What follows belongs to an exercise in optimizing a design on an open flow for small area and a short achievable clock period; a production flow would make more cautious choices. The clock port is modelled as an ideal driver; clocking choices that lean on that would not hold on a real chip. Power figures rest on the tool's default switching activity, not on a simulated workload.

## the previous run
## fifo29
module fifo29(
    input Clk,
    input [31:0] dataIn,
    input RD,
    input WR,
    input EN,
    input Rst,
    output reg [31:0] dataOut,
    output reg EMPTY,
    output reg FULL
);
reg [31:0] FIFO [7:0];
reg [7:0] rdPtr, wrPtr;
reg notEmpty, notFull;
reg [7:0] rdOk;
wire act = EN && !Rst;
wire rdGo = act && RD && notEmpty;
wire wrGo = act && WR && notFull;
wire [7:0] rdPtrInc = {rdPtr[6:0], rdPtr[7]};
wire [7:0] wrPtrInc = {wrPtr[6:0], wrPtr[7]};
wire lastWord = |(rdPtrInc & wrPtr);
wire lastSlot = |(wrPtrInc & rdPtr);
wire hold = !EN;
wire clear = EN && Rst;
wire [7:0] rdStep = rdGo ? rdPtrInc : rdPtr;
wire [7:0] wrStep = wrGo ? wrPtrInc : wrPtr;
wire emptyStep = (rdGo && !wrGo) ? lastWord : (wrGo ? 1'b0 : !notEmpty);
wire fullStep = (wrGo && !rdGo) ? lastSlot : (rdGo ? 1'b0 : !notFull);
wire emptyNext = (act & emptyStep) | clear | (hold & !notEmpty);
wire fullNext = (act & fullStep) | (hold & !notFull);
wire [7:0] rdPtrNext = ({8{act}} & rdStep) | ({8{hold}} & rdPtr) | {7'd0, clear};
always @(posedge Clk) begin
    rdPtr <= rdPtrNext;
    rdOk <= rdPtrNext & {8{!emptyNext}};
    wrPtr <= ({8{act}} & wrStep) | ({8{hold}} & wrPtr) | {7'd0, clear};
    notEmpty <= !emptyNext;
    notFull <= !fullNext;
    EMPTY <= emptyNext;
    FULL <= fullNext;
end
wire [7:0] wrSlot = {8{notFull}} & wrPtr;
wire [7:0] rdSlot = rdOk;
wire [31:0] wrEn [7:0];
wire [31:0] rdSel [7:0];
wire [31:0] rdHold;
genvar g, c;
generate
    for (c = 0; c < 2; c = c + 1) begin : gLane
        for (g = 0; g < 8; g = g + 1) begin : gWord
            fifo29_and2 gw (.a(WR), .b(wrSlot[g]), .y(wrEn[g][16*c]));
            fifo29_and3 gr (.a(EN), .b(RD), .c(rdSlot[g]), .y(rdSel[g][16*c]));
  ...
==> module fifo29, before the edit <==
module fifo29(
    input Clk,
    input [31:0] dataIn,
    input RD,
    input WR,
    input EN,
    input Rst,
    output reg [31:0] dataOut,
    output reg EMPTY,
    output reg FULL
);
reg [31:0] FIFO [7:0];
reg [7:0] rdPtr, wrPtr;
reg notEmpty, notFull;
reg [7:0] rdOk;
wire act = EN && !Rst;
wire rdGo = act && RD && notEmpty;
wire wrGo = act && WR && notFull;
wire [7:0] rdPtrInc = {rdPtr[6:0], rdPtr[7]};
wire [7:0] wrPtrInc = {wrPtr[6:0], wrPtr[7]};
wire lastWord = |(rdPtrInc & wrPtr);
wire lastSlot = |(wrPtrInc & rdPtr);
wire hold = !EN;
wire clear = EN && Rst;
wire [7:0] rdStep = rdGo ? rdPtrInc : rdPtr;
wire [7:0] wrStep = wrGo ? wrPtrInc : wrPtr;
wire emptyStep = (rdGo && !wrGo) ? lastWord : (wrGo ? 1'b0 : !notEmpty);
wire fullStep = (wrGo && !rdGo) ? lastSlot : (rdGo ? 1'b0 : !notFull);
wire emptyNext = (act & emptyStep) | clear | (hold & !notEmpty);
wire fullNext = (act & fullStep) | (hold & !notFull);
wire [7:0] rdPtrNext = ({8{act}} & rdStep) | ({8{hold}} & rdPtr) | {7'd0, clear};
always @(posedge Clk) begin
    rdPtr <= rdPtrNext;
    rdOk <= rdPtrNext & {8{!emptyNext}};
    wrPtr <= ({8{act}} & wrStep) | ({8{hold}} & wrPtr) | {7'd0, clear};
    notEmpty <= !emptyNext;
    notFull <= !fullNext;
    EMPTY <= emptyNext;
    FULL <= fullNext;
end
wire [7:0] wrSlot = {8{notFull}} & wrPtr;
wire [7:0] rdSlot = rdOk;
wire [31:0] wrEn [7:0];
wire [31:0] rdSel [7:0];
wire [31:0] rdHold;
genvar g, c;
generate
    for (c = 0; c < 2; c = c + 1) begin : gLane
        for (g = 0; g < 8; g = g + 1) begin : gWord
            fifo29_and2 gw (.a(WR), .b(wrSlot[g]), .y(wrEn[g][16*c]));
            fifo29_and3 gr (.a(EN), .b(RD), .c(rdSlot[g]), .y(rdSel[g][16*c]));
            assign wrEn[g][16*c+15:16*c+1] = {15{wrEn[g][16*c]}};
            assign rdSel[g][16*c+15:16*c+1] = {15{rdSel[g][16*c]}};
        end
        fifo29_nand3 gh (.a(EN), .b(RD), .c(notEmpty), .y(rdHold[16*c]));
        assign rdHold[16*c+15:16*c+1] = {15{rdHold[16*c]}};
    end
endgenerate
integer i, b;
always @(posedge Clk) begin
    for (i = 0; i < 8; i = i + 1)
        for (b = 0; b < 32; b = b + 1)
            if (wrEn[i][b])
                FIFO[i][b] <= dataIn[b];
end
wire [31:0] rdData;
genvar k;
generate
    for (k = 0; k < 32; k = k + 1) begin : gBit
        wire n0, n1, n2;
        fifo29_aoi222 g0 (.a0(FIFO[0][k]), .s0(rdSel[0][k]), .a1(FIFO[1][k]), .s1(rdSel[1][k]), .a2(FIFO[2][k]), .s2(rdSel[2][k]), .y(n0));
        fifo29_aoi222 g1 (.a0(FIFO[3][k]), .s0(rdSel[3][k]), .a1(FIFO[4][k]), .s1(rdSel[4][k]), .a2(FIFO[5][k]), .s2(rdSel[5][k]), .y(n1));
        fifo29_aoi222 g2 (.a0(FIFO[6][k]), .s0(rdSel[6][k]), .a1(FIFO[7][k]), .s1(rdSel[7][k]), .a2(dataOut[k]), .s2(rdHold[k]), .y(n2));
        assign rdData[k] = ~(n0 & n1 & n2);
    end
endgenerate
always @(posedge Clk)
    dataOut <= rdData;
endmodule
==> module fifo29_and2, before the edit <==
module fifo29_and2(
    input a, b,
    output y
);
assign y = a & b;
endmodule
==> module fifo29_and3, before the edit <==
module fifo29_and3(
    input a, b, c,
    output y
);
assign y = a & b & c;
endmodule
==> module fifo29_nand3, before the edit <==
module fifo29_nand3(
    input a, b, c,
    output y
);
assign y = !(a & b & c);
endmodule
==> flow/config.mk <==
export PLATFORM = sky130hd
export DESIGN_NAME = fifo29
export DESIGN_NICKNAME = fifo29
export VERILOG_FILES = /design/flow/design.v
export SDC_FILE = /design/flow/constraint.sdc
export NUM_CORES = 4
export LEC_CHECK = 0
export CAP_MARGIN = 20
export CORE_MARGIN = 2
export CORE_UTILIZATION = 55
export SETUP_SLACK_MARGIN = 1.6
export SLEW_MARGIN = 20
export SYNTH_HIERARCHICAL = 1
export SYNTH_MINIMUM_KEEP_SIZE = 0
export TNS_END_PERCENT = 0
==> flow/constraint.sdc <==
create_clock -name core_clock -period 3.0 [get_ports {Clk}]
set_input_delay 0.6000 -clock core_clock [delete_from_list [all_inputs] [get_ports {Clk}]]
set_output_delay 0.6000 -clock core_clock [all_outputs]
set_load 0.01 [all_outputs]
standard.sh (not shown) runs the stock make flow with config.mk's settings and CLKGATE_MAP_FILE= SYNTH_SCRIPT=/design/flow/synth_recipe.tcl, a recipe that flattens the netlist after the stock synthesis.
==> flow/flow/run.sh <==
#!/bin/bash
# The standard layout (standard.sh), with these changes:
#  - plain buffers (buf_2) instead of delay buffers on the ports;
#  - a hand-built two-level clock tree, made by flow/pre_cts.tcl before CTS;
#  - any extra ORFS make variables listed one per line in flow/extra_args.txt.
# ORFS's own logs stay under orfs/logs; make's output goes to flow.log.
set -euo pipefail
here=$(pwd)
args=("BUFFER_PORTS_ARGS=-buffer_cell sky130_fd_sc_hd__buf_2" "PRE_CTS_TCL=$here/flow/pre_cts.tcl")
if [[ -f flow/extra_args.txt ]]; then
  while IFS= read -r line; do
    [[ -n "$line" ]] && args+=("$line")
  done < flow/extra_args.txt
fi
bash standard.sh "${args[@]}" finish > flow.log 2>&1
Other scripts of this flow, unchanged in this note and not shown: flow/flow/mtree.tcl, flow/flow/pre_cts.tcl
Inputs modified between the previous run and the current run:
--- a/flow/design.v
+++ b/flow/design.v
@@ -41,5 +41,5 @@
 wire [7:0] wrSlot = {8{notFull}} & wrPtr;
 wire [7:0] rdSlot = rdOk;
-wire [31:0] wrEn [7:0];
+wire [7:0] wrEn = wrSlot;
 wire [31:0] rdSel [7:0];
 wire [31:0] rdHold;
@@ -48,19 +48,16 @@
     for (c = 0; c < 2; c = c + 1) begin : gLane
         for (g = 0; g < 8; g = g + 1) begin : gWord
-            fifo29_and2 gw (.a(WR), .b(wrSlot[g]), .y(wrEn[g][16*c]));
-            fifo29_and3 gr (.a(EN), .b(RD), .c(rdSlot[g]), .y(rdSel[g][16*c]));
-            assign wrEn[g][16*c+15:16*c+1] = {15{wrEn[g][16*c]}};
+            fifo29_gate4 gr (.en(EN), .req(RD), .rst(Rst), .ok(rdSlot[g]), .y(rdSel[g][16*c]));
             assign rdSel[g][16*c+15:16*c+1] = {15{rdSel[g][16*c]}};
         end
-        fifo29_nand3 gh (.a(EN), .b(RD), .c(notEmpty), .y(rdHold[16*c]));
+        fifo29_nand4 gh (.en(EN), .req(RD), .rst(Rst), .ok(notEmpty), .y(rdHold[16*c]));
         assign rdHold[16*c+15:16*c+1] = {15{rdHold[16*c]}};
     end
 endgenerate
-integer i, b;
+integer i;
 always @(posedge Clk) begin
     for (i = 0; i < 8; i = i + 1)
-        for (b = 0; b < 32; b = b + 1)
-            if (wrEn[i][b])
-                FIFO[i][b] <= dataIn[b];
+        if (wrEn[i])
+            FIFO[i] <= dataIn;
 end
 wire [31:0] rdData;
@@ -84,20 +81,14 @@
 assign y = ~((a0 & s0) | (a1 & s1) | (a2 & s2));
 endmodule
-module fifo29_and2(
-    input a, b,
+module fifo29_gate4(
+    input en, req, rst, ok,
     output y
 );
-assign y = a & b;
+assign y = en & req & !rst & ok;
 endmodule
-module fifo29_and3(
-    input a, b, c,
+module fifo29_nand4(
+    input en, req, rst, ok,
     output y
 );
-assign y = a & b & c;
+assign y = !(en & req & !rst & ok);
 endmodule
-module fifo29_nand3(
-    input a, b, c,
-    output y
-);
-assign y = !(a & b & c);
-endmodule
Notes after the runs:
The current run vs. the previous run: share of total power in the clock network held steady; combinational cell fraction of total power held steady; count of vias placed by the detailed router held steady; global-route usage held steady. The current run vs the previous run — growth of design area from synthesis to finish dropped 2.2 points. The current run ends up with lower slew at the pin closest to its max-slew limit than the previous run does. [compare] base=the previous run new=the current run: placed wire-length estimate now sits higher, worst setup slack now smaller, number of antenna violations at the first check in global routing fell 2. What the previous run reported for total number of multi-input combinational cells has to be multiplied by 0.941 to get the figure for the current run.
No run of this note included a check of the RTL's function; only the layout flow was run.

[port drivers added, routing unchanged]
In the flow no input, the clock included, has a driving cell. The finished layouts below were timed again as built, in two steps.
Step 1: set_driving_cell puts a clkbuf_16 on Clk and a buf_2 on each other input, an assumption about the parent block.
Step 2 times the ports against the registers' clock, not the clock port: input delays grow and output delays shrink by t, the midpoint of the rising clock arrivals with the driver on.
a / b / c = ideal / step 1 / step 2; a / b = the first two.
| run | t (ns) | setup slack, ns | worst register clock-pin slew, ns | pins driven straight from the clock port |
|---|---|---|---|---|
| the previous run | 0.400 | 1.502 / 1.416 / 1.016 | 0.10 / 0.10 | 4 |
| the current run | 0.393 | 1.473 / 1.438 / 1.044 | 0.10 / 0.10 | 4 |
After both steps every run listed still meets setup and hold. The setup slack of the previous run, which loses most, moves by -0.086 ns with the drivers and by -0.486 ns with both steps.
